Background: an optimization exercise with open tools, aiming at a short achievable clock period and few clock cycles. Do not read the settings as production practice. At most, simulation tests tie the RTL to the original design; equivalence was not proved. Function not checked in runs 1 to 4, 6 and 7: the RTL went through the layout flow alone. Power figures rest on the tool's default switching activity, not on a simulated workload.

==> flow/design.v <==
module ALU(
    input  wire [15:0] in_a,
    input  wire [15:0] in_b,
    input  wire [7:0]  sel,
    output wire [15:0] ALU_out
);
wire [15:0] sum, dif;
wire        sum_co, dif_co;
ks_add #(0) add_u(.a(in_a), .b(in_b),  .s(sum), .cout(sum_co));
ks_add #(1) sub_u(.a(in_a), .b(~in_b), .s(dif), .cout(dif_co));
wire        eq  = in_a == in_b;
wire        lt  = ~dif_co;                  
wire [15:0] cmp = {14'd0, lt, ~lt & ~eq};
wire        big = |in_b[15:4];              
wire [15:0] shl = big ? 16'd0 : in_a << in_b[3:0];
wire [15:0] shr = big ? 16'd0 : in_a >> in_b[3:0];
assign ALU_out = ({16{sel[0]}} & sum)
               | ({16{sel[1]}} & dif)
               | ({16{sel[2]}} & (in_a & in_b))
               | ({16{sel[3]}} & (in_a | in_b))
               | ({16{sel[4]}} & (in_a ^ in_b))
               | ({16{sel[5]}} & shl)
               | ({16{sel[6]}} & shr)
               | ({16{sel[7]}} & cmp);
endmodule
module ks_add #(parameter CIN = 0) (
    input  wire [15:0] a,
    input  wire [15:0] b,
    output wire [15:0] s,
    output wire        cout
);
wire [15:0] p = a ^ b;
wire [15:0] t = a | b;
wire [15:0] g = a & b;
wire [15:0] g1, t1, g2, t2, g3, t3, g4, t4;
genvar i;
generate
    for (i = 0; i < 16; i = i + 1) begin : lv
        if (i == 0) begin
            if (CIN) begin
                assign g1[i] = t[0];
            end else begin
                assign g1[i] = g[0];
            end
            assign t1[i] = t[0];
        end else if (i == 1 && CIN) begin
            assign g1[i] = t[1] & (g[1] | a[0] | b[0]);
            assign t1[i] = t[1] & t[0];
        end else begin
            assign g1[i] = t[i] & (g[i] | a[i-1]) & (g[i] | b[i-1]);
            assign t1[i] = t[i] & t[i-1];
        end
        if (i >= 2) begin
            assign g2[i] = g1[i] | (t1[i] & g1[i-2]);
            assign t2[i] = t1[i] & t1[i-2];
        end else begin
            assign g2[i] = g1[i];
            assign t2[i] = t1[i];
        end
        if (i >= 4) begin
            assign g3[i] = g2[i] | (t2[i] & g2[i-4]);
            assign t3[i] = t2[i] & t2[i-4];
        end else begin
            assign g3[i] = g2[i];
            assign t3[i] = t2[i];
        end
        if (i >= 8) begin
            assign g4[i] = g3[i] | (t3[i] & g3[i-8]);
            assign t4[i] = t3[i] & t3[i-8];
        end else begin
            assign g4[i] = g3[i];
            assign t4[i] = t3[i];
        end
    end
endgenerate
assign s    = p ^ {g4[14:0], CIN[0]};
assign cout = g4[15];
endmodule
module bitty_cpu(
    input clk,
    input rst,
    output [7:0] imem_addr,
    input [15:0] imem_rdata,
    output [15:0] dmem_addr,
    output [15:0] dmem_wdata,
    output dmem_we,
    input [15:0] dmem_rdata,
    output reg halted
    );
reg [15:0] r [0:7];
reg [15:0] c;
reg [7:0]  fa;           
reg        arr_ok;       
reg        in_reset;     
reg [7:0]  d_pc;         
reg        d_pred;       
reg        replay;       
reg [15:0] ibuf;
reg [7:0]  ibuf_pc;
reg        ibuf_pred;
reg        e_valid, e_alu, e_ld, e_st, e_br, e_pred;
reg [7:0]  e_sel;
reg [2:0]  e_rx;
reg [1:0]  e_cond;
reg [7:0]  e_tgt, e_pc, e_pc1;
reg [15:0] e_a, e_b;
reg        w_alu, w_ld;      
reg [2:0]  w_rx;
reg [15:0] w_val;
localparam NB = 4;
reg        b_v   [0:NB-1];
reg [7:0]  b_pc  [0:NB-1];
reg [7:0]  b_tgt [0:NB-1];
reg [1:0]  b_rr;
assign imem_addr  = fa;
assign dmem_addr  = e_b;
assign dmem_wdata = e_a;
assign dmem_we    = e_st;        
wire [15:0] alu_out;
ALU alu(.in_a(e_a), .in_b(e_b), .sel(e_sel), .ALU_out(alu_out));
wire [15:0] cc = w_alu ? w_val : c;
wire c_hi0 = cc[15:2] == 14'd0;
wire e_act = e_br & c_hi0 &
             ((e_cond == 2'b00 & ~cc[1] & ~cc[0]) |
              (e_cond == 2'b01 & ~cc[1] &  cc[0]) |
              (e_cond == 2'b10 &  cc[1] & ~cc[0]));
wire e_miss = e_valid & (e_act != e_pred);
wire [7:0] e_fix = e_act ? e_tgt : e_pc1;
wire e_wr = e_alu;               
reg       p_hit;
reg [7:0] p_tgt;
integer j;
always @(*) begin
    p_hit = 1'b0;
    p_tgt = 8'd0;
    for (j = 0; j < NB; j = j + 1)
        if (b_v[j] & b_pc[j] == fa) begin
            p_hit = 1'b1;
            p_tgt = p_tgt | b_tgt[j];
        end
end
wire [15:0] ins      = replay ? ibuf : imem_rdata;
wire [7:0]  ins_pc   = replay ? ibuf_pc : d_pc;
wire        ins_pred = replay ? ibuf_pred : d_pred;
wire        dv       = (replay | arr_ok) & ~e_miss & ~halted;
wire [1:0] fmt    = ins[1:0];
wire [2:0] rx     = ins[15:13];
wire [2:0] ry     = ins[12:10];
wire [2:0] op     = ins[4:2];
wire       d_alu  = ~fmt[1];
wire       d_ld   = fmt == 2'b11 & ~ins[2];
wire       d_st   = fmt == 2'b11 &  ins[2];
wire       d_br   = fmt == 2'b10 & ins[3:2] != 2'b11;
wire       d_halt = fmt == 2'b10 & ins[3:2] == 2'b11;
wire [1:0] ifmt = imem_rdata[1:0];
wire i_use_rx = ~ifmt[1] | ifmt == 2'b11 & imem_rdata[2];
wire i_use_ry = ifmt == 2'b00 | ifmt == 2'b11;
wire i_br     = ifmt == 2'b10 & imem_rdata[3:2] != 2'b11;
wire stall  = ~replay & arr_ok & ~e_miss & ~halted & e_ld &
              ((i_use_rx & imem_rdata[15:13] == e_rx) |
               (i_use_ry & imem_rdata[12:10] == e_rx) | i_br);
wire        w_wr   = w_alu | w_ld;
wire [15:0] w_data = w_ld ? dmem_rdata : w_val;
wire [15:0] ra = (e_wr & e_rx == rx) ? alu_out :
                 (w_wr & w_rx == rx) ? w_data : r[rx];
wire [15:0] rb = (e_wr & e_rx == ry) ? alu_out :
                 (w_wr & w_rx == ry) ? w_data : r[ry];
wire go = dv & ~stall;           
integer i;
always @(posedge clk) begin
    if (rst) begin
        for (i = 0; i < 8; i = i + 1) r[i] <= 16'd0;
        for (i = 0; i < NB; i = i + 1) b_v[i] <= 1'b0;
        c        <= 16'd0;
        b_rr     <= 2'd0;
        arr_ok   <= in_reset & fa == 8'd0;
        fa       <= (in_reset & fa == 8'd0) ? 8'd1 : 8'd0;
        d_pc     <= 8'd0;
        d_pred   <= 1'b0;
        in_reset <= 1'b1;
        replay   <= 1'b0;
        e_valid  <= 1'b0;
        e_alu    <= 1'b0;
        e_ld     <= 1'b0;
        e_st     <= 1'b0;
        e_br     <= 1'b0;
        w_alu    <= 1'b0;
        w_ld     <= 1'b0;
        halted   <= 1'b0;
    end else begin
        in_reset <= 1'b0;
        for (i = 0; i < 8; i = i + 1)
            if (w_wr & w_rx == i)
                r[i] <= w_data;
        if (w_wr)
            c <= w_data;
        w_alu <= e_alu;
        w_ld  <= e_ld;
        if (e_valid & e_act & ~e_pred) begin
            b_v[b_rr]   <= 1'b1;
            b_pc[b_rr]  <= e_pc;
            b_tgt[b_rr] <= e_tgt;
            b_rr        <= b_rr + 2'd1;
        end
        if (e_valid & e_pred & ~e_act)
            for (i = 0; i < NB; i = i + 1)
                if (b_pc[i] == e_pc)
                    b_v[i] <= 1'b0;
        d_pc   <= fa;
        d_pred <= p_hit;
        if (e_miss) begin
            fa     <= e_fix;
            arr_ok <= 1'b0;
            replay <= 1'b0;
        end else if (stall) begin
            fa     <= fa;
            arr_ok <= 1'b0;
            replay <= 1'b1;
        end else begin
            fa     <= p_hit ? p_tgt : fa + 8'd1;
            arr_ok <= 1'b1;
            replay <= 1'b0;
        end
        if (dv & d_halt)
            halted <= 1'b1;
        e_valid <= go & ~d_halt;
        e_alu   <= go & d_alu;
        e_ld    <= go & d_ld;
        e_st    <= go & d_st;
        e_br    <= go & d_br;
    end
end
always @(posedge clk) begin
    ibuf      <= ins;
    ibuf_pc   <= ins_pc;
    ibuf_pred <= ins_pred;
    w_rx   <= e_rx;
    w_val  <= alu_out;
    e_sel  <= 8'd1 << op;
    e_rx   <= rx;
    e_cond <= ins[3:2];
    e_tgt  <= ins[11:4];
    e_pc   <= ins_pc;
    e_pc1  <= ins_pc + 8'd1;
    e_pred <= ins_pred;
    e_a    <= ra;
    e_b    <= (fmt == 2'b01) ? {8'd0, ins[12:5]} : rb;
end
endmodule
==> flow/flow/run.sh <==
#!/bin/bash
# Standard ORFS layout, with the port buffers made from buf_4 cells
# instead of the delay-buffer cell buffer_ports picks on its own.
set -e
cd "$(dirname "$0")/.."
ls -la > files.log
cat standard.sh > standard_sh_copy.log
export BUFFER_PORTS_ARGS="-buffer_cell sky130_fd_sc_hd__buf_4"
bash standard.sh > standard.log 2>&1
==> flow/standard.sh <==
#!/bin/bash
# synth_recipe.tcl (not shown) runs the flow's synth.tcl, then flattens the netlist and writes it again
# the make line also repeats each setting of config.mk as NAME=value (left out here)
make -C /OpenROAD-flow-scripts/flow DESIGN_CONFIG=/design/flow/config.mk WORK_HOME=/design/flow/orfs CLKGATE_MAP_FILE= SYNTH_SCRIPT=/design/flow/synth_recipe.tcl "${@:-finish}"
==> flow/config.mk <==
export PLATFORM = sky130hd
export DESIGN_NAME = bitty_cpu
export DESIGN_NICKNAME = bitty_cpu
export VERILOG_FILES = /design/flow/design.v
export SDC_FILE = /design/flow/constraint.sdc
export NUM_CORES = 4
export LEC_CHECK = 0
export ABC_CLOCK_PERIOD_IN_PS = 2000
export CAP_MARGIN = 20
export CORE_MARGIN = 2
export CORE_UTILIZATION = 40
export SETUP_SLACK_MARGIN = 3.5
export SLEW_MARGIN = 20
==> flow/constraint.sdc <==
create_clock -name core_clock -period 6.0 [get_ports {clk}]
set_input_delay 1.2000 -clock core_clock [delete_from_list [all_inputs] [get_ports {clk}]]
set_output_delay 1.2000 -clock core_clock [all_outputs]
set_load 0.01 [all_outputs]
==> results of run 1 <==
[registers in the layout (all words and copies together), names as in the netlist, 2 cells and up]
name / flops
w_val: 16
e_b: 16
e_sel: 8
r: 128
e_rx: 2
w_rx: 3
b_rr: 2
c: 16
fa: 8
d_pc: 8
e_a: 16
ibuf: 6
b_tgt: 32
b_pc: 32
e_pc1: 8
e_pc: 8
b_v: 4
e_tgt: 7
[Yosys cell counts, types with 7 or more instances]
| cell type | number | share of area, % |
|---|---|---|
| buf_1 | 15 | 0.29 |
| a221oi_1 | 19 | 0.87 |
| nand3_1 | 69 | 1.8 |
| o2bb2ai_1 | 10 | 0.46 |
| clkbuf_1 | 133 | 2.6 |
| a31oi_1 | 23 | 0.75 |
| or4_1 | 7 | 0.27 |
| o21a_1 | 7 | 0.27 |
| a21o_1 | 10 | 0.39 |
| a22oi_1 | 21 | 0.82 |
| o21ai_0 | 73 | 1.9 |
| mux4_2 | 17 | 2.0 |
| ha_1 | 73 | 4.8 |
| a211oi_1 | 168 | 6.6 |
| buf_2 | 33 | 0.86 |
| nand2b_1 | 12 | 0.39 |
| mux2i_1 | 78 | 4.1 |
| and3_1 | 12 | 0.39 |
| edfxtp_1 | 73 | 11 |
| nand2_1 | 202 | 4.0 |
| nor2_1 | 248 | 4.9 |
| o22ai_1 | 11 | 0.36 |
| nand4_1 | 18 | 0.59 |
| o221ai_1 | 10 | 0.46 |
| mux2_2 | 37 | 2.2 |
| dfxtp_1 | 261 | 27 |
| xnor2_1 | 85 | 3.9 |
| a311oi_1 | 25 | 1.1 |
| inv_1 | 67 | 1.3 |
| nor3_1 | 52 | 1.4 |
| o31ai_1 | 15 | 0.59 |
| xor2_1 | 25 | 1.1 |
| or3_1 | 13 | 0.43 |
| nor4_1 | 25 | 0.82 |
| o211ai_1 | 14 | 0.55 |
| nor2b_1 | 19 | 0.62 |
| a21oi_1 | 72 | 1.9 |
[layout make-up]
type | count | area [sq um] | share of cell area [%]
flip-flops and latches | 334 | 7530 | 29.4
inverters | 70 | 322 | 1.25
repair inverters | 3 | 22.5 | 0.0878
clock inverters | 23 | 319 | 1.24
repair buffers | 339 | 3550 | 13.8
well taps | 615 | 769 | 3.00
clock buffers | 44 | 993 | 3.87
multi-input cells | 1582 | 12100 | 47.3
[worst max-delay path by stage]
stage / start / endpoint / slack (ns) / cells past startpoint
after floorplan: e_b[3]$_DFF_P_ / e_a[8]$_DFF_P_ / 3.30 / 10
after global placement: imem_rdata[15] / e_a[8]$_DFF_P_ / 2.20 / 8
after detailed placement: imem_rdata[15] / e_a[14]$_DFF_P_ / 2.14 / 8
after CTS: e_b[3]$_DFF_P_ / e_a[8]$_DFF_P_ / 3.22 / 9
after global routing: e_b[0]$_DFF_P_ / e_a[8]$_DFF_P_ / 3.22 / 9
final: e_b[2]$_DFF_P_ / e_a[8]$_DFF_P_ / 3.26 / 8
[per-stage QoR]
step                worst slack [ns]  power [uW]  hold slack, ns  utilization (%)  instance area (sq um)
floorplan                       3.30        3310           0.386                -                  19500
global placement                2.20        3690           0.391             42.6                  20200
detailed placement              2.14        3700           0.391             42.6                  20200
CTS                             3.22        6440           0.405             50.8                  24100
global route                    3.22        6840           0.427             54.1                  25700
finish                          3.26        6620           0.404             54.1                  25700
[cell families after synthesis]
group | Yosys count | share of synthesized area [%]
simple gates | 712 | 17.1
compound gates | 543 | 20.3
flops | 334 | 38.8
buf+inv | 255 | 5.34
mux | 136 | 8.65
xor+xnor | 110 | 5.04
fa+ha+maj | 73 | 4.78
[report_power, final]
part           leakage (uW)  total, uW  internal [uW]  switching, uW
combinational       0.00577       1660            728            933
sequential          0.00285       2510           2380            125
clock              0.000651       2450           1490            958
[timing repair]
item,CTS,global route
cloned,16,14
setup buffers,152,57
pin swaps,53,78
gates resized for setup,233,167
endpoints found under the setup margin,284,131
[metal layers]
metal / GRT usage, % / part of all wire (%) / vias to the layer above
li1: - / - / 8342
met1: 38.7 / 41 / 8994
met2: 43.0 / 44 / 1082
met3: 4.27 / 8.9 / 261
met4: 13.5 / 5.9 / 0
met5: 0 / 0 / -
==> impl_metrics.yaml, run 1 <==
worst_hold_path:
  holdPathEnd: "e_pred$_DFFE_PN_"
  min_path_type: "flop to flop"
  min_from: "d_pred$_SDFF_PP0_"
  hold_depth: 0
synthesis:
  syn_inst: 2163
  async_flop_share_pct: 0
  ys_seq_area_share_pct: 38.8
  yosysWarnings: 2
  syn-num-nets: 2270
  synth_ff_type: "dfxtp_1"
  synth_area_sq_um: 19100
  synth_seq_cells: 334
  synth-edff-count: 73
  synth_cell_types: 82
  syn_area_per_cell_sq_um: 8.84
final_layout:
  diodes: 0
  mostFrequentLayoutCells: "nor2_1, buf_4, dfxtp_1"
  area_growth_pct: 34.2
  fin_cells: 3010
  drive_gt1_share_pct: 30.9
  nFillCells: 4183
  finalNetCount: 2474
  final_common_cell: "nor2_1"
worst_setup_path:
  slowest_delay_ns: 0.46
  worstPathMaxFanout: 4
  critPathRequiredTime_ns: 6.44
  r2r-end: "e_a[8]$_DFF_P_"
  critPathLaunchType: "flop"
  crit_type: "flop to flop"
  r2r_cells: 8
  worstPathArrival_ns: 3.18
  crit_family: "compound AO/OA/AOI/OAI gates"
  r2r_start: "e_b[2]$_DFF_P_"
  rrSetupSlack_ns: 3.26
  slowest_stage: "o41a_4"
  cp_num_buf_inv: 1
  cp_cell_sequence: "buf_12 > ha_4 > o311a_4 > o41a_4 > o31ai_4 > xnor2_1 > a221o_1 > mux2_4"
  end_kind: "flop"
floorplanning:
  die_area_sq_um: 49500
  die_h_um: 223
  initial_core_util_pct: 40.3
  pin_count: 76
  die_width_um: 223
  row_count: 80
  core_area_sq_um: 47400
sta:
  finalMaxSlewViolations: 0
  setup_viol: 0
  max_slew_margin_pct: 28.3
  finalClockSkew_ns: 0.0297
  setup_tns_ns: 0
  finalCritPeriodShare_pct: 45.7
  max_freq_mhz: 365
  hold_viol: 0
  rsz0062_at_grt: "true"
  period_minus_slack_ns: 2.74
  worst_pin_slew_ns: 1.07
routing:
  wirelength_um: 74600
  first_iter_violations: 2415
  avgRoutedWirePerCell_um: 24.8
  drc: 0
  vias: 18700
  antenna_left: 0
  routed_via_density: 6.21
  drt_pass1_iterations: 6
place:
  gp_congestion: 0.915
  dp.cells: 2704
  io_buffers: 75
  dp_hpwl_um: 44600
global_routing:
  grt_pass1_vias: 17400
  antenna_found_initial: 1
  overflow: 0
  grtUsageTotal_pct: 28.1
  grt_pass1_wl_um: 108000
  grt_max_degree: 96
cts:
  insertion_delay_ns: 0.57
  cts_inserted_buffers: 37
  cts_hold_buf: 0
  cts_root_buf: "clkbuf_16"
  htree_levels: 2
  cts_tree: "built"
  path_clk_slew_ns: 0.06
  clockBufferDepth: 3
  cts_sinks: 334
power:
  powerDensity_nw_per_um2: 258
  p_leak_uw: 0.00926
  ir_drop_v: 0.000210
job:
  cap_violations: 0
status:
  status: "no timing/DRC/antenna violations"
==> run 2, diff against run 1 <==
--- a/flow/design.v
+++ b/flow/design.v
@@ -92,5 +92,4 @@
 reg [7:0]  fa;           
 reg        arr_ok;       
-reg        in_reset;     
 reg [7:0]  d_pc;         
 reg        d_pred;       
@@ -114,6 +113,7 @@
 reg [1:0]  b_rr;
 assign imem_addr  = fa;
-assign dmem_addr  = e_b;
-assign dmem_wdata = e_a;
+reg [15:0] m_addr, m_wdata;
+assign dmem_addr  = m_addr;
+assign dmem_wdata = m_wdata;
 assign dmem_we    = e_st;        
 wire [15:0] alu_out;
@@ -162,8 +162,10 @@
 wire        w_wr   = w_alu | w_ld;
 wire [15:0] w_data = w_ld ? dmem_rdata : w_val;
+wire [15:0] rf_a = replay ? r[ibuf[15:13]] : r[imem_rdata[15:13]];
+wire [15:0] rf_b = replay ? r[ibuf[12:10]] : r[imem_rdata[12:10]];
 wire [15:0] ra = (e_wr & e_rx == rx) ? alu_out :
-                 (w_wr & w_rx == rx) ? w_data : r[rx];
+                 (w_wr & w_rx == rx) ? w_data : rf_a;
 wire [15:0] rb = (e_wr & e_rx == ry) ? alu_out :
-                 (w_wr & w_rx == ry) ? w_data : r[ry];
+                 (w_wr & w_rx == ry) ? w_data : rf_b;
 wire go = dv & ~stall;           
 integer i;
@@ -174,9 +176,8 @@
         c        <= 16'd0;
         b_rr     <= 2'd0;
-        arr_ok   <= in_reset & fa == 8'd0;
-        fa       <= (in_reset & fa == 8'd0) ? 8'd1 : 8'd0;
+        arr_ok   <= 1'b0;
+        fa       <= 8'd0;
         d_pc     <= 8'd0;
         d_pred   <= 1'b0;
-        in_reset <= 1'b1;
         replay   <= 1'b0;
         e_valid  <= 1'b0;
@@ -189,5 +190,4 @@
         halted   <= 1'b0;
     end else begin
-        in_reset <= 1'b0;
         for (i = 0; i < 8; i = i + 1)
             if (w_wr & w_rx == i)
@@ -246,4 +246,8 @@
     e_a    <= ra;
     e_b    <= (fmt == 2'b01) ? {8'd0, ins[12:5]} : rb;
+    if (d_ld | d_st)
+        m_addr <= rb;
+    if (d_st)
+        m_wdata <= ra;
 end
 endmodule
==> run 2 against run 1 <==
  * Die area grew 16%
  * Maximum frequency shrank 12%
  * Setup slack worse by 0.37 ns
  * Highest routed layer is now met5
  * Worst hold slack better by 0.0056 ns
  * Count of clock-buffer cells in the layout is 11 higher
==> impl_metrics.yaml, run 2 <==
routing:
  drt_pass1_iterations: 6
  first_iter_violations: 2700
  routed_via_density: 6.37
  antenna_left: 0
  wirelength_um: 91400
  avgRoutedWirePerCell_um: 27.2
  drc: 0
  vias: 21400
synthesis:
  syn_inst: 2470
  yosysWarnings: 2
  synth_area_leader_cell: "dfxtp_1"
  synth_cell_types: 89
  netlist_top_cells_area: "dfxtp_1, edfxtp_1, a211oi_1, mux2i_1, nor2_1"
  yosysMostFrequentCell: "nor2_1"
  synth_area_sq_um: 22300
  syn-num-nets: 2576
  synth_ff_type: "dfxtp_1"
  netlist.area_leader.share_pct: 24.1
  synth_seq_cells: 365
  ys_seq_area_share_pct: 37.1
  syn_area_per_cell_sq_um: 9.03
  synth-edff-count: 97
  synth_common_cells: "nor2_1, dfxtp_1, a211oi_1"
  async_flop_share_pct: 0
global_routing:
  gr-usage-met2_pct: 47.3
  grt_util_met1_pct: 40.8
  grt_pass1_vias: 20000
  antenna_found_initial: 1
  grt_use_met3_pct: 6.02
  grtUsageTotal_pct: 30.4
  grt_max_degree: 89
  overflow: 0
  busiest_layer: "met2"
  grt_pass1_wl_um: 132000
floorplanning:
  pin_count: 76
  die_h_um: 240
  die_area_sq_um: 57700
  initial_core_util_pct: 40.5
  core_area_sq_um: 55100
  row_count: 86
  die_width_um: 240
job:
  cap_violations: 0
sta:
  finalClockSkew_ns: 0.0421
  setup_tns_ns: 0
  rsz0062_at_grt: "true"
  period_minus_slack_ns: 3.11
  finalMaxSlewViolations: 0
  hold_viol: 0
  max_freq_mhz: 321
  max_slew_margin_pct: 21.9
  finalCritPeriodShare_pct: 51.9
  worst_pin_slew_ns: 1.15
  setup_viol: 0
worst_setup_path:
  slowest_stage: "o21ai_0"
  crit_family: "compound AO/OA/AOI/OAI gates"
  crit_type: "flop to flop"
  worstPathMaxFanout: 9
  slowest_delay_ns: 0.60
  cp_num_buf_inv: 5
  end_kind: "flop"
  critPathLaunchType: "flop"
  cp_cell_sequence: "buf_4 > buf_6 > clkbuf_16 > buf_4 > mux2i_1 > mux2i_1 > nor2_1 > o21ai_0 > nand3_1 > nand4_1 > a211oi_4 > buf_4 > a211oi_2"
  worstPathArrival_ns: 3.61
  cpMostUsedCell: "buf_4"
  critPathRequiredTime_ns: 6.50
final_layout:
  largest-register: "r"
  area_growth_pct: 27.0
  finalNetCount: 2688
  final_common_cell: "nor2_1"
  fin_cells: 3359
  diodes: 0
  mostFrequentLayoutCells: "nor2_1, dfxtp_1, buf_4"
  finalInstanceArea_sq_um: 28300
  reg_top3: "r (128), b_pc (32), b_tgt (32)"
  drive_gt1_share_pct: 28.6
  largest_reg_flops: 128
place:
  place_area_sq_um: 23500
  dp.cells: 3121
  gp_congestion: 1.04
  dp_hpwl_um: 60500
  io_buffers: 75
power:
  finalPower_uw: 6740
  powerDensity_nw_per_um2: 238
  p_leak_uw: 0.00992
  ir_drop_v: 0.000194
cts:
  cts_tree: "built"
  insertion_delay_ns: 0.60
  cts_root_buf: "clkbuf_16"
  cts_inserted_buffers: 40
  cts_sinks: 365
  clockBufferDepth: 3
  path_clk_slew_ns: 0.06
  htree_levels: 2
worst_hold_path:
  min_path_type: "flop to flop"
status:
  status: "no timing/DRC/antenna violations"
==> run 2: through the flow <==
stage	hold WS (ns)	setup WS, ns	util, %
after floorplan	0.326	3.03	-
after global placement	0.396	2.05	42.7
after detailed placement	0.390	1.99	42.7
after CTS	0.413	2.95	48.7
after global routing	0.414	2.76	51.4
final	0.410	2.89	51.4
==> run 2: timing repair <==
action / in CTS / in global routing
setup buffers: 72 / 72
resized for setup: 261 / 165
gates cloned: 14 / 9
hold buffers: 0 / 0
pin swaps: 43 / 56
setup endpoints to repair: 318 / 221
hold endpoints to repair: 0 / 0
==> run 2: cell families after synthesis <==
family | synth area share (%)
simple gates | 14.6
flops | 37.1
fa+ha+maj | 4.04
xor+xnor | 4.20
buf+inv | 5.69
mux | 12.5
compound gates | 21.8
==> run 2: area by class of cell <==
| type | instances | area, sq um |
|---|---|---|
| clock buffer | 55 | 1180 |
| clock inverter | 16 | 190 |
| fill | 5029 | 26800 |
| inverter | 101 | 435 |
| multi-input combinational | 1797 | 14300 |
| sequential | 365 | 8410 |
| tap | 748 | 936 |
| timing repair buffer | 276 | 2830 |
| timing repair inverter | 1 | 8.76 |
==> run 2: worst register-to-register path, stage by stage (launching register included) <==
cell,delay (ns)
dfxtp_4,0.37
buf_4,0.14
buf_6,0.12
clkbuf_16,0.16
buf_4,0.13
mux2i_1,0.11
mux2i_1,0.45
nor2_1,0.11
o21ai_0,0.60
nand3_1,0.19
nand4_1,0.21
a211oi_4,0.08
buf_4,0.18
a211oi_2,0.20
==> run 2: final timing paths <==
path	start	to	slack, ns	cells after the start
worst max-delay path	e_b[0]$_DFF_P_	e_b[15]$_SDFF_PP0_	2.89	13
worst max register to register	e_b[0]$_DFF_P_	e_b[15]$_SDFF_PP0_	2.89	13
worst min-delay path	d_pred$_SDFF_PP0_	e_pred$_DFFE_PN_	0.41	0
worst min register to register	d_pred$_SDFF_PP0_	e_pred$_DFFE_PN_	0.41	0
==> run 2: power by group <==
part / switching, uW / internal [uW]
clock: 1090 / 1440
combinational: 863 / 610
sequential: 130 / 2600
total: 2090 / 4650
==> run 2: per-layer routing <==
| metal | routed length (um) | vias to the layer above | share of wire, % |
|---|---|---|---|
| met3 | 8620 | 307 | 9.4 |
| met2 | 40500 | 1260 | 44 |
| met1 | 37200 | 10500 | 41 |
| met4 | 5120 | 2 | 5.6 |
| met5 | 7 | - | 0.0077 |
| li1 | - | 9378 | - |
==> run 3, diff against run 2 <==
==> flow/run.sh (new file) <==
#!/bin/bash
# synth_recipe.tcl (not shown) runs the flow's synth.tcl, then flattens the netlist and writes it again
# the make line also repeats each setting of config.mk as NAME=value (left out here)
make -C /OpenROAD-flow-scripts/flow DESIGN_CONFIG=/design/flow/config.mk WORK_HOME=/design/flow/orfs CLKGATE_MAP_FILE= SYNTH_SCRIPT=/design/flow/synth_recipe.tcl finish
removed: flow/flow/run.sh
removed: flow/standard.sh
==> run 3 against run 2 <==
  * Still clean on timing, DRC and antenna
  * Final cell count grew 0.54%
  * Critical path type unchanged
  * Combinational power barely moved
  * Maximum frequency increased by 1.3%
  * Design area grew 1.3%
  * Highest routed layer unchanged
  * Sequential share of layout area fell by 0.33 points
  * Critical endpoint is now m_wdata[14]$_DFFE_PP_
  * Largest cell class unchanged
==> impl_metrics.yaml, run 3 <==
final_layout:
  largest_reg_flops: 128
  finalInstanceArea_sq_um: 28700
  finalNetCount: 2702
  reg_top3: "r (128), b_pc (32), b_tgt (32)"
  register_area_sq_um: 8420
  final_common_cell: "nor2_1"
  drive_gt1_share_pct: 27.4
  diodes: 0
  largest-register: "r"
  area_growth_pct: 28.6
  multi_input_area_sq_um: 14400
  mostFrequentLayoutCells: "nor2_1, dfxtp_1, a211oi_1"
  nFillCells: 4988
power:
  powerDensity_nw_per_um2: 239
  ir_drop_v: 0.000200
  comb_power_share_pct: 21.3
  power.switching_uw: 2070
  p_int_uw: 4800
  pwr-share-seq_pct: 39.5
  p_sw_share_pct: 30.1
  power.clock.fraction_pct: 39.2
  p_leak_uw: 0.0100
routing:
  wl_met2_um: 39900
  topRoutingLayerUsed: "met5"
  routed_via_density: 6.31
  drt_pass1_iterations: 6
  m1WireLength_um: 37200
  wirelength_um: 89500
  wl_met3_um: 7930
  antenna_left: 0
  vias: 21300
  first_iter_violations: 2465
  drc: 0
  avgRoutedWirePerCell_um: 26.5
worst_setup_path:
  slowest_stage: "or4b_4"
  r2r_start: "e_a[5]$_DFF_P_"
  crit_type: "flop to flop"
  critPathLaunch: "e_a[5]$_DFF_P_"
  critPathRequiredTime_ns: 6.40
  cp_cell_sequence: "inv_4 > ha_4 > or2_4 > or4b_4 > a311oi_4 > nand2_2 > a31oi_1 > mux2_2 > and3b_2 > mux2i_4"
  r2r_cells: 10
  worstPathMaxFanout: 4
  slowest_delay_ns: 0.56
  end_kind: "flop"
  endpoint: "m_wdata[14]$_DFFE_PP_"
  rrSetupSlack_ns: 2.93
  r2r-end: "m_wdata[14]$_DFFE_PP_"
  worstPathArrival_ns: 3.47
  critPathLaunchType: "flop"
synthesis:
  synth_top_family_by_area: "compound AO/OA/AOI/OAI gates"
  synthMuxAreaShare_pct: 12.5
  netlist_top_cells_area: "dfxtp_1, edfxtp_1, a211oi_1, mux2i_1, nor2_1"
  ys_seq_area_share_pct: 37.1
  synth_compound_area_share_pct: 21.8
  syn_area_per_cell_sq_um: 9.03
  syn-num-nets: 2576
  synth_area_leader_cell: "dfxtp_1"
  synth_seq_cells: 365
  async_flop_share_pct: 0
  synth_cell_types: 89
  synthSimpleGateAreaFrac_pct: 14.6
  yosysMostFrequentCell: "nor2_1"
  synth-edff-count: 97
  syn_inst: 2470
  synth_common_cells: "nor2_1, dfxtp_1, a211oi_1"
  synth_fa_ha_area_share_pct: 4.04
  netlist.area_leader.share_pct: 24.1
  yosysWarnings: 2
  synth_ff_type: "dfxtp_1"
  synth_area_sq_um: 22300
  synthXorXnorAreaFrac_pct: 4.20
place:
  place_area_sq_um: 23700
  dp_hpwl_um: 59700
  io_buffers: 75
  gp_congestion: 1.00
cts:
  htree_levels: 2
  insertion_delay_ns: 0.60
  cts_hold_buf: 0
  cts_sinks: 365
  path_clk_slew_ns: 0.06
  cts_root_buf: "clkbuf_16"
  cts_inserted_buffers: 42
  cts_tree: "built"
  clockBufferDepth: 3
sta:
  worst_pin_slew_ns: 1.04
  finalMaxSlewViolations: 0
  period_minus_slack_ns: 3.07
  finalCritPeriodShare_pct: 51.2
  finalClockSkew_ns: 0.0389
  hold_viol: 0
  setup_tns_ns: 0
  max_freq_mhz: 325
  rsz0062_at_grt: "true"
  max_slew_margin_pct: 29.0
  setup_viol: 0
global_routing:
  antenna_found_initial: 1
  grt_pass1_vias: 20400
  overflow: 0
  grt_pass1_wl_um: 132000
  grtUsageTotal_pct: 30.2
  grt_max_degree: 78
floorplanning:
  die_width_um: 240
  die_h_um: 240
  pin_count: 76
  die_area_sq_um: 57700
  core_area_sq_um: 55100
  initial_core_util_pct: 40.5
  row_count: 86
worst_hold_path:
  hold_depth: 0
  min_path_type: "flop to flop"
job:
  cap_violations: 0
status:
  status: "no timing/DRC/antenna violations"
## run 3: cell counts after synthesis
Identical to the previous run, type by type.
## run 3: through the flow
step                std cells  total power (uW)  hold WS (ns)  setup WS, ns  utilization (%)
floorplan                2470              3450         0.326          3.03                -
global placement         3129              3820         0.390          1.79             43.0
detailed placement       3129              3830         0.389          1.77             43.1
CTS                      3342              6750         0.404          2.98             50.6
global route             3377              7070         0.410          2.89             52.1
finish                   3377              6860         0.405          2.93             52.1
## run 3: critical path, delay by kind of cell, from the launching register on
family,cells,cell delay [ns]
DFF,1,0.36
and+or+nand+nor,4,1.20
muxes,2,0.55
adders and majority gates,1,0.15
AOI/OAI and AO/OA,2,0.56
buffers and inverters,1,0.04
## run 3: what timing repair did
item                                    in CTS  in global routing
gates cloned                                16                  4
resized for setup                          434                118
endpoints found under the setup margin     294                187
buffers inserted                           120                 31
pin swaps                                   52                 43
## run 3: logic make-up (layout without fill, tap and decap cells)
logic type / Yosys count / count (layout)
mux: 217 / 217
buf+inv: 313 / 467
compound gates: 708 / 708
fa+ha+maj: 72 / 72
xor+xnor: 107 / 107
flops: 365 / 365
simple gates: 688 / 693
## run 3: final cells by class
class,instances,share of cell area [%]
inverter,101,1.49
tap,748,3.26
sequential,365,29.4
clock buffer,57,4.40
multi-input combinational,1797,50.0
clock inverter,20,0.789
timing repair buffer,289,10.7
## run 3: worst min path at each step
stage | endpoint | from | slack (ns)
global route | e_pred$_DFFE_PN_ | d_pred$_SDFF_PP0_ | 0.41
floorplan | w_rx[2]$_DFF_P_ | ibuf[15]$_DFF_P_ | 0.33
CTS | e_pred$_DFFE_PN_ | d_pred$_SDFF_PP0_ | 0.40
finish | e_pred$_DFFE_PN_ | d_pred$_SDFF_PP0_ | 0.40
detailed placement | e_pred$_DFFE_PN_ | d_pred$_SDFF_PP0_ | 0.39
global placement | e_pred$_DFFE_PN_ | d_pred$_SDFF_PP0_ | 0.39
## run 3: power groups by stage
stage / combinational, uW / clock [uW] / sequential [uW]
after global placement: 1040 / 0 / 2780
after CTS: 1330 / 2710 / 2710
after floorplan: 742 / 0 / 2710
after global routing: 1530 / 2830 / 2720
after detailed placement: 1050 / 0 / 2780
final: 1470 / 2690 / 2710
## run 3: per-layer routing
metal,up-vias,GRT usage (%)
li1,9407,-
met2,1298,47.8
met3,298,5.21
met1,10300,40.7
met4,2,12.9
met5,-,0
==> run 4, diff against run 3 <==
--- a/flow/design.v
+++ b/flow/design.v
@@ -99,4 +99,6 @@
 reg        ibuf_pred;
 reg        e_valid, e_alu, e_ld, e_st, e_br, e_pred;
+reg        e_bpred;          
+reg        e_dres, e_dact;   
 reg [7:0]  e_sel;
 reg [2:0]  e_rx;
@@ -125,6 +127,7 @@
               (e_cond == 2'b01 & ~cc[1] &  cc[0]) |
               (e_cond == 2'b10 &  cc[1] & ~cc[0]));
-wire e_miss = e_valid & (e_act != e_pred);
+wire e_miss = e_valid & ~e_dres & (e_act != e_pred);
 wire [7:0] e_fix = e_act ? e_tgt : e_pc1;
+wire e_out = e_dres ? e_dact : e_act;    
 wire e_wr = e_alu;               
 reg       p_hit;
@@ -169,4 +172,14 @@
                  (w_wr & w_rx == ry) ? w_data : rf_b;
 wire go = dv & ~stall;           
+wire [15:0] cd   = w_ld ? dmem_rdata : w_alu ? w_val : c;
+wire        cd_hi0 = cd[15:2] == 14'd0;
+wire        d_res  = d_br & ~e_alu;
+wire        d_act  = cd_hi0 &
+                     ((ins[3:2] == 2'b00 & ~cd[1] & ~cd[0]) |
+                      (ins[3:2] == 2'b01 & ~cd[1] &  cd[0]) |
+                      (ins[3:2] == 2'b10 &  cd[1] & ~cd[0]));
+wire        d_back = d_br & ~d_res & ~ins_pred & ins[11:4] <= ins_pc;
+wire        d_redir = go & ((d_res & (d_act != ins_pred)) | d_back);
+wire [7:0]  d_fix   = (d_res ? d_act : 1'b1) ? ins[11:4] : ins_pc + 8'd1;
 integer i;
 always @(posedge clk) begin
@@ -197,5 +210,5 @@
         w_alu <= e_alu;
         w_ld  <= e_ld;
-        if (e_valid & e_act & ~e_pred) begin
+        if (e_valid & e_br & e_out & ~e_bpred) begin
             b_v[b_rr]   <= 1'b1;
             b_pc[b_rr]  <= e_pc;
@@ -203,5 +216,5 @@
             b_rr        <= b_rr + 2'd1;
         end
-        if (e_valid & e_pred & ~e_act)
+        if (e_valid & e_bpred & ~e_out)
             for (i = 0; i < NB; i = i + 1)
                 if (b_pc[i] == e_pc)
@@ -211,4 +224,8 @@
         if (e_miss) begin
             fa     <= e_fix;
+            arr_ok <= 1'b0;
+            replay <= 1'b0;
+        end else if (d_redir) begin
+            fa     <= d_fix;
             arr_ok <= 1'b0;
             replay <= 1'b0;
@@ -243,5 +260,8 @@
     e_pc   <= ins_pc;
     e_pc1  <= ins_pc + 8'd1;
-    e_pred <= ins_pred;
+    e_pred  <= ins_pred | d_back;
+    e_bpred <= ins_pred;
+    e_dres  <= d_res;
+    e_dact  <= d_act;
     e_a    <= ra;
     e_b    <= (fmt == 2'b01) ? {8'd0, ins[12:5]} : rb;
==> flow/flow/run.sh (new file) <==
#!/bin/bash
# Standard ORFS layout, with the port buffers made from buf_4 cells
# instead of the delay-buffer cell buffer_ports picks on its own.
set -e
cd "$(dirname "$0")/.."
ls -la > files.log
cat standard.sh > standard_sh_copy.log
export BUFFER_PORTS_ARGS="-buffer_cell sky130_fd_sc_hd__buf_4"
bash standard.sh > standard.log 2>&1
==> flow/standard.sh (new file) <==
#!/bin/bash
# synth_recipe.tcl (not shown) runs the flow's synth.tcl, then flattens the netlist and writes it again
# the make line also repeats each setting of config.mk as NAME=value (left out here)
make -C /OpenROAD-flow-scripts/flow DESIGN_CONFIG=/design/flow/config.mk WORK_HOME=/design/flow/orfs CLKGATE_MAP_FILE= SYNTH_SCRIPT=/design/flow/synth_recipe.tcl "${@:-finish}"
removed: flow/run.sh
==> run 4 against run 3 <==
  * Still clean on timing, DRC and antenna
  * Global-route usage down 0.055 points
  * Final cell count up 1.2%
  * Area after synthesis grew 1.8%
  * Worst hold slack better by 0.072 ns
  * Synthesized cell count increased by 0.36%
  * Clock skew shrank 0.0026 ns
  * Largest cell class unchanged
==> impl_metrics.yaml, run 4 <==
final_layout:
  reg_top3: "r (128), b_pc (32), b_tgt (32)"
  largest-register: "r"
  drive_gt1_share_pct: 31.8
  mostFrequentLayoutCells: "nor2_1, dfxtp_1, buf_4"
  diodes: 0
  area_growth_pct: 30.4
  final_common_cell: "nor2_1"
  final_util_pct: 52.6
  finalNetCount: 2742
  fin_cells: 3417
  largest_reg_flops: 128
  finalInstanceArea_sq_um: 29600
sta:
  setup_viol: 0
  period_minus_slack_ns: 2.88
  max_slew_margin_pct: 10.5
  finalCritPeriodShare_pct: 48.0
  setup_tns_ns: 0
  rsz0062_at_grt: "true"
  worst_pin_slew_ns: 1.30
  finalClockSkew_ns: 0.0363
  hold_viol: 0
  layout_setup_ws_ns: 3.12
  finalMaxSlewViolations: 0
  max_freq_mhz: 347
worst_setup_path:
  slowest_delay_ns: 0.42
  slowest_stage: "a2111oi_4"
  crit_family: "compound AO/OA/AOI/OAI gates"
  critPathLaunch: "e_b[1]$_DFF_P_"
  cp_cell_sequence: "buf_6 > ha_4 > nor2_4 > o311ai_4 > a2111oi_4 > o2111ai_1 > o31a_1 > mux2_4 > a211oi_4 > mux2i_2"
  r2r_start: "e_b[1]$_DFF_P_"
  worstPathArrival_ns: 3.19
  critPathLaunchType: "flop"
  crit_type: "flop to flop"
  cp_num_buf_inv: 1
  critPathRequiredTime_ns: 6.30
  end_kind: "flop"
  worstPathMaxFanout: 6
place:
  place_ws_ns: 1.42
  gp_congestion: 0.989
  place_area_sq_um: 24000
  io_buffers: 75
  dp_hpwl_um: 60000
  dp.cells: 3145
routing:
  drt_pass1_iterations: 6
  avgRoutedWirePerCell_um: 27.3
  wirelength_um: 93400
  routed_via_density: 6.40
  drc: 0
  first_iter_violations: 2862
  vias: 21900
  antenna_left: 0
cts:
  cts_root_buf: "clkbuf_16"
  cts_tree: "built"
  path_clk_slew_ns: 0.06
  clockBufferDepth: 3
  cts_inserted_buffers: 41
  cts_sinks: 368
  htree_levels: 2
  insertion_delay_ns: 0.60
synthesis:
  netlist_top_cells_area: "dfxtp_1, edfxtp_1, a211oi_1, mux2i_1, mux4_2"
  synth_area_leader_cell: "dfxtp_1"
  synth-edff-count: 96
  yosysMostFrequentCell: "nor2_1"
  netlist.area_leader.share_pct: 24.0
  synth_cell_types: 96
  syn_area_per_cell_sq_um: 9.16
  synth_common_cells: "nor2_1, dfxtp_1, a211oi_1"
  yosysWarnings: 2
  async_flop_share_pct: 0
  ys_seq_area_share_pct: 36.7
  synth_area_sq_um: 22700
  syn_inst: 2479
  synth_ff_type: "dfxtp_1"
  synth_seq_cells: 368
  syn-num-nets: 2593
global_routing:
  grt_pass1_wl_um: 136000
  antenna_found_initial: 0
  grt_pass1_vias: 20600
  grt_max_degree: 78
  grtUsageTotal_pct: 30.2
  overflow: 0
floorplanning:
  die_h_um: 242
  row_count: 87
  die_area_sq_um: 58700
  initial_core_util_pct: 40.4
  core_area_sq_um: 56300
  die_width_um: 242
  pin_count: 76
worst_hold_path:
  min_from: "b_v[1]$_DFF_P_"
  min_path_type: "flop to flop"
job:
  cap_violations: 0
status:
  status: "no timing/DRC/antenna violations"
power:
  powerDensity_nw_per_um2: 238
  p_leak_uw: 0.0105
  ir_drop_v: 0.000179
==> run 4: changes by cell type in the layout (fill, tap and decap cells not counted), moves of 10 or more <==
cell / delta
clkdlybuf4s50_1: -22
nor3_1: -12
dlygate4sd2_1: -25
o21ai_0: -24
a211oi_2: +10
a21oi_1: -21
buf_4: +64
buf_6: +18
o221ai_1: +14
mux2_4: +14
mux2i_1: -10
==> run 4: cells by family after synthesis <==
logic type / after synthesis / synth area share [%]
buffers and inverters: 319 / 5.64
and+or+nand+nor: 637 / 12.9
adders and majority gates: 80 / 4.41
AOI/OAI and AO/OA: 733 / 22.8
muxes: 232 / 13.3
DFF: 368 / 36.7
xor gates and xnor gates: 110 / 4.24
==> run 4: cell type report <==
cell class / count / area [sq um]
clock inverter: 22 / 231
fill: 4977 / 26700
timing repair inverter: 1 / 7.51
inverter: 109 / 469
clock buffer: 54 / 1160
multi-input combinational: 1795 / 15000
timing repair buffer: 312 / 3320
sequential: 368 / 8460
tap: 756 / 946
==> run 4: tightest hold or removal path, stage by stage, from the launching register on <==
cell     delay [ns]
dfxtp_1        0.31
o31ai_1        0.06
a21oi_1        0.06
==> run 4: path summary, 6_finish.rpt <==
kind | to | slack [ns] | cells past startpoint
hold reg to reg | b_v[1]$_DFF_P_ | 0.48 | 2
setup / recovery | m_wdata[15]$_DFFE_PP_ | 3.12 | 10
setup reg to reg | m_wdata[15]$_DFFE_PP_ | 3.12 | 10
hold / removal | b_v[1]$_DFF_P_ | 0.48 | 2
==> run 4: per-stage QoR <==
| stage | total power, uW | hold WS [ns] |
|---|---|---|
| after floorplan | 3570 | 0.326 |
| after global placement | 3970 | 0.465 |
| after detailed placement | 3980 | 0.470 |
| after CTS | 6870 | 0.479 |
| after global routing | 7260 | 0.490 |
| final | 7050 | 0.476 |
==> run 4: timing repair <==
| item | CTS | global route |
|---|---|---|
| gates resized for setup | 351 | 179 |
| hold endpoints to repair | 0 | 0 |
| setup buffers | 128 | 49 |
| endpoints found under the setup margin | 208 | 166 |
| pin swaps | 78 | 50 |
| hold buffers | 0 | 0 |
| cloned | 14 | 4 |
==> run 4: where the power goes <==
| group | switching, uW | total, uW | internal, uW |
|---|---|---|---|
| clock network | 1110 | 2580 | 1470 |
| logic | 975 | 1710 | 735 |
| registers | 131 | 2760 | 2630 |
==> run 4: layer usage <==
metal,vias to the layer above,routed length (um),global-route usage (%)
li1,9589,-,-
met1,10600,37700,40.2
met2,1311,41400,47.2
met3,353,8690,6.24
met4,0,5600,13.4
met5,-,0,0
==> run 5, diff against run 4 <==
--- a/flow/design.v
+++ b/flow/design.v
@@ -115,7 +115,6 @@
 reg [1:0]  b_rr;
 assign imem_addr  = fa;
-reg [15:0] m_addr, m_wdata;
-assign dmem_addr  = m_addr;
-assign dmem_wdata = m_wdata;
+assign dmem_addr  = e_b;
+assign dmem_wdata = e_a;
 assign dmem_we    = e_st;        
 wire [15:0] alu_out;
@@ -266,8 +265,4 @@
     e_a    <= ra;
     e_b    <= (fmt == 2'b01) ? {8'd0, ins[12:5]} : rb;
-    if (d_ld | d_st)
-        m_addr <= rb;
-    if (d_st)
-        m_wdata <= ra;
 end
 endmodule
==> run 5 against run 4 <==
  * First-iteration DRC count fell by 5.1%
  * Clock power fell by about 10%
  * Sequential power fell by 8.7%
  * Maximum frequency rose by 1.8%
  * Sequential share of layout area fell by 1.9 points
  * Wire length rose by 1.9%
  * Count of clock-buffer cells in the layout fell by 5
  * Critical path type unchanged
  * Critical endpoint is now e_a[15]$_DFF_P_
  * Highest routed layer is now met5
==> impl_metrics.yaml, run 5 <==
power:
  powerDensity_nw_per_um2: 232
  p_leak_uw: 0.00999
  ir_drop_v: 0.000177
routing:
  wirelength_um: 95100
  avgRoutedWirePerCell_um: 28.3
  vias: 21900
  drc: 0
  antenna_left: 0
  routed_via_density: 6.52
  drt_pass1_iterations: 8
  first_iter_violations: 2715
cts:
  clockBufferDepth: 3
  cts_root_buf: "clkbuf_16"
  path_clk_slew_ns: 0.07
  htree_levels: 2
  cts_inserted_buffers: 37
  cts_sinks: 336
  cts_hold_buf: 0
  insertion_delay_ns: 0.59
  cts_tree: "built"
place:
  dp.cells: 3086
  place_area_sq_um: 22800
  io_buffers: 75
  gp_congestion: 0.977
  dp_hpwl_um: 58600
floorplanning:
  initial_core_util_pct: 40.3
  die_area_sq_um: 55900
  pin_count: 76
  die_width_um: 236
  die_h_um: 236
  core_area_sq_um: 53600
  row_count: 85
synthesis:
  synth_seq_cells: 336
  ys_seq_area_share_pct: 34.1
  syn_area_per_cell_sq_um: 8.67
  async_flop_share_pct: 0
  synth_common_cells: "nor2_1, dfxtp_1, a211oi_1"
  syn-num-nets: 2604
  synth_area_leader_cell: "dfxtp_1"
  netlist_top_cells_area: "dfxtp_1, edfxtp_1, a211oi_1, mux2i_1, nor2_1"
  yosysMostFrequentCell: "nor2_1"
  yosysWarnings: 2
  netlist.area_leader.share_pct: 25.2
  synth_cell_types: 93
  synth_ff_type: "dfxtp_1"
  synth_area_sq_um: 21600
  synth-edff-count: 64
  syn_inst: 2490
global_routing:
  grtUsageTotal_pct: 32.2
  overflow: 0
  grt_pass1_vias: 20500
  grt_pass1_wl_um: 137000
  antenna_found_initial: 2
  grt_max_degree: 103
worst_setup_path:
  slowest_delay_ns: 0.58
  end_kind: "flop"
  critPathLaunchType: "flop"
  crit_type: "flop to flop"
  worstPathArrival_ns: 3.26
  critPathRequiredTime_ns: 6.43
  slowest_stage: "or4_4"
  worstPathMaxFanout: 5
  cp_cell_sequence: "inv_4 > ha_4 > or4_4 > nor4_4 > o21a_1 > nor3_2 > o21ai_1 > mux2_4 > a211oi_4 > a21oi_1"
final_layout:
  multi_input_area_sq_um: 14800
  final_common_cell: "nor2_1"
  area_growth_pct: 30.0
  finalNetCount: 2750
  nFillCells: 4932
  largest_reg_flops: 128
  reg_top3: "r (128), b_pc (32), b_tgt (32)"
  finalInstanceArea_sq_um: 28100
  diodes: 0
  largest-register: "r"
  fin_cells: 3360
  register_area_sq_um: 7490
  drive_gt1_share_pct: 29.4
  mostFrequentLayoutCells: "nor2_1, dfxtp_1, buf_4"
sta:
  setup_tns_ns: 0
  finalMaxSlewViolations: 0
  rsz0062_at_grt: "true"
  hold_viol: 0
  period_minus_slack_ns: 2.83
  finalClockSkew_ns: 0.0253
  max_freq_mhz: 353
  worst_pin_slew_ns: 1.19
  setup_viol: 0
  max_slew_margin_pct: 19.2
  finalCritPeriodShare_pct: 47.2
worst_hold_path:
  min_path_type: "flop to flop"
job:
  cap_violations: 0
status:
  status: "no timing/DRC/antenna violations"
-- run 5: report_power, final --
part           internal, uW  switching (uW)  leakage (uW)  total [uW]
Combinational           711             977       0.00657        1690
Sequential             2370             150       0.00283        2520
Clock                  1310            1010      0.000596        2320
Total                  4390            2130       0.00999        6530
-- run 5: metrics by stage --
| step | hold slack [ns] | worst slack (ns) | power, uW | util, % |
|---|---|---|---|---|
| after floorplan | 0.359 | 2.90 | 3280 | - |
| after global routing | 0.490 | 3.11 | 6700 | 52.4 |
| after global placement | 0.466 | 1.74 | 3700 | 42.5 |
| final | 0.477 | 3.17 | 6530 | 52.4 |
| after CTS | 0.476 | 3.28 | 6310 | 50.0 |
| after detailed placement | 0.465 | 1.70 | 3710 | 42.5 |
-- run 5: area by class of cell --
cell class | count | share of cell area [%]
repair buffers | 308 | 11.5
inverters | 107 | 1.67
clock inverters | 18 | 0.682
well taps | 696 | 3.10
flip-flops and latches | 336 | 26.7
clock buffers | 49 | 3.67
multi-input cells | 1846 | 52.6
-- run 5: kinds of logic (layout without fill, tap and decap cells) --
| group | Yosys count | in the layout | synth area share [%] |
|---|---|---|---|
| adders and majority gates | 80 | 80 | 4.64 |
| DFF | 336 | 336 | 34.1 |
| xor gates and xnor gates | 113 | 113 | 4.58 |
| buffers and inverters | 320 | 482 | 6.17 |
| muxes | 203 | 203 | 11.6 |
| and+or+nand+nor | 692 | 701 | 14.7 |
| AOI/OAI and AO/OA | 746 | 749 | 24.2 |
-- run 5: worst paths after layout --
check | from | end | slack (ns) | cells after the start
hold / removal | e_ld$_SDFF_PP0_ | w_ld$_SDFF_PP0_ | 0.48 | 1
setup reg to reg | e_a[6]$_DFF_P_ | e_a[15]$_DFF_P_ | 3.17 | 10
hold reg to reg | e_ld$_SDFF_PP0_ | w_ld$_SDFF_PP0_ | 0.48 | 1
setup / recovery | e_a[6]$_DFF_P_ | e_a[15]$_DFF_P_ | 3.17 | 10
-- run 5: repair_timing --
action	in CTS	in global routing
cloned	21	7
pin swaps	90	75
buffers inserted	129	50
resized for setup	307	152
endpoints found under the setup margin	224	156
-- run 5: worst max-delay path, delay by kind of cell (launching register included) --
kind	cells	cell delay [ns]
compound gates	4	0.84
fa+ha+maj	1	0.16
buf+inv	1	0.05
flops	1	0.43
mux	1	0.34
simple gates	3	0.84
-- run 5: layer usage --
metal,vias up,part of all wire [%],track usage (%)
met4,2,5.8,14.3
met2,1408,43,49.3
met5,-,0.017,0
li1,9550,-,-
met1,10600,40,43.5
met3,361,11,7.19
Testbench counts of run 5, summed over its fixed seeds: cycles 77,225.
==> run 6, diff against run 5 <==
--- a/flow/design.v
+++ b/flow/design.v
@@ -102,4 +102,5 @@
 reg        e_dres, e_dact;   
 reg [7:0]  e_sel;
+reg        e_subcmp;         
 reg [2:0]  e_rx;
 reg [1:0]  e_cond;
@@ -173,6 +174,8 @@
 wire [15:0] cd   = w_ld ? dmem_rdata : w_alu ? w_val : c;
 wire        cd_hi0 = cd[15:2] == 14'd0;
-wire        d_res  = d_br & ~e_alu;
-wire        d_act  = cd_hi0 &
+wire        e_eq   = e_a == e_b;
+wire        d_res  = d_br & (~e_alu | e_subcmp & ins[3:2] == 2'b00);
+wire        d_act  = e_alu ? e_eq :
+                     cd_hi0 &
                      ((ins[3:2] == 2'b00 & ~cd[1] & ~cd[0]) |
                       (ins[3:2] == 2'b01 & ~cd[1] &  cd[0]) |
@@ -254,4 +257,5 @@
     w_val  <= alu_out;
     e_sel  <= 8'd1 << op;
+    e_subcmp <= op == 3'd1 | op == 3'd7;
     e_rx   <= rx;
     e_cond <= ins[3:2];
==> run 6 against run 5 <==
  * Still clean on timing, DRC and antenna
  * Non-clock buffer count unchanged
  * Combinational power down 2%
  * Via count down 0.33%
  * Synthesized cell count up 0.32%
  * Power up 3.8%
  * Global-route usage down 1.5 points
  * Final cell count up 0.33%
  * Sequential cell count up 1
  * Setup slack worse by 0.13 ns
  * Largest power group is now clock
  * Highest routed layer unchanged
==> impl_metrics.yaml, run 6 <==
status:
  status: "no timing/DRC/antenna violations"
cts:
  cts_sinks: 337
  cts_inserted_buffers: 39
  cts_tree: "built"
  htree_levels: 2
  clockBufferDepth: 3
  insertion_delay_ns: 0.57
  cts_hold_buf: 0
  path_clk_slew_ns: 0.06
  cts_root_buf: "clkbuf_16"
worst_setup_path:
  worstPathArrival_ns: 3.41
  crit_type: "input port to flop"
  critPathLaunchType: "input port"
  end_kind: "flop"
  critPathRequiredTime_ns: 6.45
  critPathLaunch: "imem_rdata[5]"
  r2r_cells: 11
  r2r_start: "e_pc[7]$_DFF_P_"
  worstPathMaxFanout: 7
global_routing:
  grtUsageTotal_pct: 30.8
  grt_pass1_vias: 20600
  grt_pass1_wl_um: 133000
  grt_max_degree: 73
  overflow: 0
  antenna_found_initial: 1
place:
  dp_hpwl_um: 57300
  io_buffers: 75
  gp_congestion: 0.994
synthesis:
  syn_inst: 2498
  synth-edff-count: 64
  syn-num-nets: 2612
  yosysWarnings: 2
  ys_seq_area_share_pct: 33.9
  synth_area_leader_cell: "dfxtp_1"
  netlist.area_leader.share_pct: 25.1
  synth_ff_type: "dfxtp_1"
  synth_seq_cells: 337
  netlist_top_cells_area: "dfxtp_1, edfxtp_1, mux2i_1, a211oi_1, nor2_1"
  synth_area_sq_um: 21800
  synth_common_cells: "nor2_1, dfxtp_1, a211oi_1"
  syn_area_per_cell_sq_um: 8.72
  async_flop_share_pct: 0
  yosysMostFrequentCell: "nor2_1"
  synth_cell_types: 94
floorplanning:
  pin_count: 76
  core_area_sq_um: 53800
  die_area_sq_um: 56400
  row_count: 85
  initial_core_util_pct: 40.5
  die_h_um: 237
  die_width_um: 237
sta:
  worst_pin_slew_ns: 1.09
  whs_ns: 0.468
  finalCritPeriodShare_pct: 49.3
  finalClockSkew_ns: 0.0425
  period_minus_slack_ns: 2.96
  rsz0062_at_grt: "true"
  finalMaxSlewViolations: 0
  max_slew_margin_pct: 25.2
  hold_viol: 0
  max_freq_mhz: 338
  setup_tns_ns: 0
  setup_viol: 0
routing:
  routed_via_density: 6.48
  avgRoutedWirePerCell_um: 27.1
  drt_pass1_iterations: 9
  vias: 21800
  drc: 0
  wirelength_um: 91300
  antenna_left: 0
  first_iter_violations: 2902
final_layout:
  finalNetCount: 2758
  reg_top3: "r (128), b_pc (32), b_tgt (32)"
  nFillCells: 4670
  area_growth_pct: 30.9
  mostFrequentLayoutCells: "nor2_1, dfxtp_1, buf_4"
  largest_reg_flops: 128
  largest-register: "r"
  drive_gt1_share_pct: 31.3
  final_common_cell: "nor2_1"
job:
  cap_violations: 0
power:
  p_leak_uw: 0.0102
  pwr-share-seq_pct: 37.1
  power.switching_uw: 2110
  p_sw_share_pct: 31.1
  powerDensity_nw_per_um2: 238
  comb_power_share_pct: 24.3
  p_int_uw: 4670
  power.clock.fraction_pct: 38.6
  ir_drop_v: 0.000197
worst_hold_path:
  hold_depth: 1
  min_path_type: "flop to flop"
  min_from: "e_ld$_SDFF_PP0_"
run 6: changes by cell type after synthesis, sizes merged, moves of 5 or more:
cell / previous run / this run
a221oi: 48 / 43
a22oi: 29 / 35
a31oi: 29 / 15
mux2: 44 / 58
mux2i: 128 / 136
nand2b: 25 / 14
nand3: 40 / 56
nand3b: 1 / 7
nor4: 32 / 27
o211ai: 36 / 16
o31a: 5 / 0
xor2: 21 / 14
run 6: timing repair:
item                       in CTS  in global routing
cloned                         12                  1
pin swaps                      61                 71
setup buffers                 113                 72
gates resized for setup       354                187
setup endpoints to repair     179                132
run 6: final cells by class:
cell class                 count  area, sq um  area share (%)
antenna                        1         2.50         0.00878
clock buffer                  55         1180            4.14
clock inverter                16          229           0.803
inverter                     106          459            1.61
multi-input combinational   1852        15200            53.2
sequential                   337         7530            26.4
tap                          696          871            3.05
timing repair buffer         308         3080            10.8
run 6: cells by family (layout without fill, tap and decap cells):
family | after synthesis | in the layout | share of synthesized area (%)
compound gates | 724 | 724 | 23.3
xor+xnor | 109 | 109 | 4.38
fa+ha+maj | 80 | 80 | 4.59
buf+inv | 316 | 485 | 6.00
flops | 337 | 337 | 33.9
mux | 224 | 224 | 12.4
other cells | 0 | 1 | 0
simple gates | 708 | 715 | 15.4
run 6: per-stage QoR:
step	power, uW	std cells	utilization, %	area [sq um]	worst slack, ns
floorplan	3270	2498	-	22200	2.73
global placement	3680	3101	42.6	22900	1.68
detailed placement	3690	3101	42.6	22900	1.69
CTS	6560	3297	50.3	27100	3.12
global route	6970	3370	53.0	28500	2.98
finish	6770	3371	53.0	28500	3.04
run 6: critical path, stage by stage:
cell	delay, ns
buf_4	0.12
mux2_4	0.31
ha_4	0.27
nor2b_2	0.12
o21bai_1	0.06
nand4b_1	0.12
a21boi_2	0.08
a211o_1	0.29
buf_4	0.15
o211ai_4	0.28
nand2_4	0.13
o311ai_2	0.27
run 6: final timing paths:
| kind | to | slack, ns |
|---|---|---|
| min | w_ld$_SDFF_PP0_ | 0.47 |
| max | fa[6]$_SDFFE_PP0P_ | 3.04 |
| min reg2reg | w_ld$_SDFF_PP0_ | 0.47 |
| max reg2reg | fa[6]$_SDFFE_PP0P_ | 3.09 |
run 6: layer usage:
layer  global-route usage, %  vias to the layer above  part of all wire [%]
met1                    41.2                    10400                    40
met2                    48.0                     1488                    44
met5                       0                        -                 0.054
met4                    13.9                        2                   5.1
li1                        -                     9588                     -
met3                    6.19                      344                    11
run 6: power groups by stage:
stage                     registers (uW)  clock network, uW  logic (uW)
after CTS                           2510               2630        1420
final                               2510               2610        1650
after floorplan                     2490                  0         785
after global placement              2570                  0        1110
after global routing                2520               2730        1720
after detailed placement            2570                  0        1120
==> run 7, diff against run 6 <==
==> flow/run.sh (new file) <==
#!/bin/bash
# synth_recipe.tcl (not shown) runs the flow's synth.tcl, then flattens the netlist and writes it again
# the make line also repeats each setting of config.mk as NAME=value (left out here)
make -C /OpenROAD-flow-scripts/flow DESIGN_CONFIG=/design/flow/config.mk WORK_HOME=/design/flow/orfs CLKGATE_MAP_FILE= SYNTH_SCRIPT=/design/flow/synth_recipe.tcl finish
removed: flow/flow/run.sh
removed: flow/standard.sh
==> run 7 against run 6 <==
  * Area after synthesis unchanged
  * Setup slack worse by 0.078 ns
  * Design area rose by 1.1%
  * Worst hold slack got worse by 0.0033 ns
  * Combinational power about the same
  * First-iteration DRC count increased by 12%
  * Wire length grew 1.9%
  * Sequential cell count is the same
  * Critical endpoint is now fa[7]$_SDFFE_PP0P_
  * Sequential power about the same
  * Clock skew shrank 0.011 ns
==> impl_metrics.yaml, run 7 <==
synthesis:
  yosysMostFrequentCell: "nor2_1"
  synth_seq_cells: 337
  syn_area_per_cell_sq_um: 8.72
  netlist_top_cells_area: "dfxtp_1, edfxtp_1, mux2i_1, a211oi_1, nor2_1"
  synth-edff-count: 64
  synth_common_cells: "nor2_1, dfxtp_1, a211oi_1"
  yosysWarnings: 2
  ys_seq_area_share_pct: 33.9
  netlist.area_leader.share_pct: 25.1
  synth_area_leader_cell: "dfxtp_1"
  synth_area_sq_um: 21800
  synth_cell_types: 94
  syn_inst: 2498
  syn-num-nets: 2612
  synth_ff_type: "dfxtp_1"
  async_flop_share_pct: 0
worst_hold_path:
  min_path_type: "flop to flop"
routing:
  avgRoutedWirePerCell_um: 27.2
  wirelength_um: 93100
  antenna_left: 0
  vias: 22100
  drt_pass1_iterations: 7
  drc: 0
  first_iter_violations: 3242
  routed_via_density: 6.46
cts:
  insertion_delay_ns: 0.59
  path_clk_slew_ns: 0.07
  clockBufferDepth: 3
  cts_inserted_buffers: 38
  htree_levels: 2
  cts_sinks: 337
  cts_tree: "built"
  cts_root_buf: "clkbuf_16"
place:
  place_ws_ns: 1.74
  io_buffers: 75
  dp.cells: 3119
  dp_hpwl_um: 59100
  gp_congestion: 1.00
floorplanning:
  die_width_um: 237
  row_count: 85
  core_area_sq_um: 53800
  initial_core_util_pct: 40.5
  die_area_sq_um: 56400
  pin_count: 76
  die_h_um: 237
worst_setup_path:
  critPathLaunchType: "input port"
  worstPathArrival_ns: 3.49
  end_kind: "flop"
  cp_num_buf_inv: 5
  cpMostUsedCell: "buf_6"
  crit_type: "input port to flop"
  crit_family: "compound AO/OA/AOI/OAI gates"
  slowest_stage: "a211o_1"
  worstPathMaxFanout: 3
  critPathRequiredTime_ns: 6.46
  slowest_delay_ns: 0.29
  cp_cell_sequence: "clkbuf_16 > clkinvlp_4 > o21ai_4 > ha_4 > nand3_2 > nor2_1 > a32oi_1 > a21boi_2 > a211o_1 > buf_4 > buf_6 > o211ai_4 > buf_6 > nand4b_1 > o311ai_1"
final_layout:
  reg_top3: "r (128), b_pc (32), b_tgt (32)"
  area_growth_pct: 32.4
  largest_reg_flops: 128
  fin_cells: 3422
  final_util_pct: 53.6
  largest-register: "r"
  diodes: 0
  drive_gt1_share_pct: 30.3
  final_common_cell: "nor2_1"
  mostFrequentLayoutCells: "nor2_1, dfxtp_1, buf_4"
  finalNetCount: 2810
global_routing:
  grt_pass1_vias: 21000
  overflow: 0
  antenna_found_initial: 2
  grt_max_degree: 84
  grtUsageTotal_pct: 31.7
  grt_pass1_wl_um: 136000
sta:
  finalCritPeriodShare_pct: 50.6
  worst_pin_slew_ns: 0.948
  hold_viol: 0
  setup_viol: 0
  setup_tns_ns: 0
  whs_ns: 0.465
  finalMaxSlewViolations: 0
  max_slew_margin_pct: 36.8
  period_minus_slack_ns: 3.04
  layout_setup_ws_ns: 2.96
  finalClockSkew_ns: 0.0312
  rsz0062_at_grt: "true"
  max_freq_mhz: 329
job:
  cap_violations: 0
power:
  ir_drop_v: 0.000198
  p_leak_uw: 0.0105
  powerDensity_nw_per_um2: 232
status:
  status: "no timing/DRC/antenna violations"
==> run 7: final cells by class <==
type / count / area, sq um
flip-flops and latches: 337 / 7550
repair buffers: 362 / 3610
multi-input cells: 1851 / 15000
clock buffers: 53 / 1070
clock inverters: 17 / 262
inverters: 106 / 452
well taps: 696 / 871
fillers: 4693 / 25000
==> run 7: repair_timing <==
action | CTS | global route
gates cloned | 10 | 5
hold buffers | 0 | 0
endpoints found under the setup margin | 206 | 158
resized for setup | 487 | 149
hold endpoints to repair | 0 | 0
pin swaps | 109 | 73
buffers inserted | 172 | 46
==> run 7: final timing paths <==
check,startpoint,to,slack (ns),cells past startpoint
setup reg to reg,e_b[8]$_SDFF_PP0_,fa[7]$_SDFFE_PP0P_,2.99,14
hold / removal,e_ld$_SDFF_PP0_,w_ld$_SDFF_PP0_,0.46,1
hold reg to reg,e_ld$_SDFF_PP0_,w_ld$_SDFF_PP0_,0.46,1
setup / recovery,imem_rdata[10],fa[7]$_SDFFE_PP0P_,2.96,15
==> run 7: layer usage <==
metal	vias up	track usage [%]	share of wire, %
met1	10700	42.1	41
met4	4	15.2	5.5
met5	-	0	0.029
met3	327	6.65	9.7
met2	1428	49.1	44
li1	9671	-	-
==> run 7: cell families (layout without fill, tap and decap cells) <==
kind of cell / count (synthesis) / after routing / share of synthesized area (%)
compound gates: 724 / 724 / 23.3
fa+ha+maj: 80 / 80 / 4.59
mux: 224 / 224 / 12.4
xor+xnor: 109 / 109 / 4.38
simple gates: 708 / 714 / 15.4
flops: 337 / 337 / 33.9
buf+inv: 316 / 538 / 6.00
==> run 7: metrics by stage <==
| step | cell area, sq um | power, uW |
|---|---|---|
| after global routing | 28800 | 6880 |
| after global placement | 23200 | 3720 |
| after detailed placement | 23200 | 3720 |
| after floorplan | 22200 | 3270 |
| after CTS | 27900 | 6540 |
| final | 28800 | 6690 |
==> run 7: where the power goes <==
part	total, uW	internal (uW)	switching (uW)
sequential	2500	2380	122
combinational	1680	693	982
clock	2520	1510	1010
total	6690	4580	2110

port drivers added, routing unchanged:
No port has a modelled driver above. Below, the same layouts with a new extraction and two added sets of constraints.
Step 1 (the two cells are an assumption about what drives the block):
set clk [get_ports {clk}]
set_driving_cell -lib_cell sky130_fd_sc_hd__clkbuf_16 $clk
set_driving_cell -lib_cell sky130_fd_sc_hd__buf_2 [delete_from_list [all_inputs] $clk]
Step 2 adds t to the input delays and takes it off the output delays; t is the mean of the earliest and latest rising clock arrival at the registers after step 1. Input paths then give back, and output paths get back, about the clock's delay inside the block.
a / b / c = no drivers / after step 1 / after step 2; a / b = the first two.
run	t, ns	slack for setup (ns)	slew at the worst register clock pin (ns)
run 1	0.615	3.258 / 3.258 / 2.709	0.06 / 0.06
run 2	0.639	2.888 / 2.888 / 2.568	0.07 / 0.07
run 3	0.641	2.927 / 2.927 / 2.409	0.06 / 0.06
run 4	0.638	3.120 / 3.120 / 2.488	0.06 / 0.06
run 5	0.632	3.170 / 3.147 / 2.515	0.07 / 0.07
run 6	0.609	3.041 / 2.928 / 2.318	0.07 / 0.07
run 7	0.627	2.964 / 2.970 / 2.342	0.07 / 0.07
After both steps setup and hold are still met in every run listed. The setup slack of run 6, which loses most, moves by -0.113 ns with the drivers and by -0.723 ns with both steps.
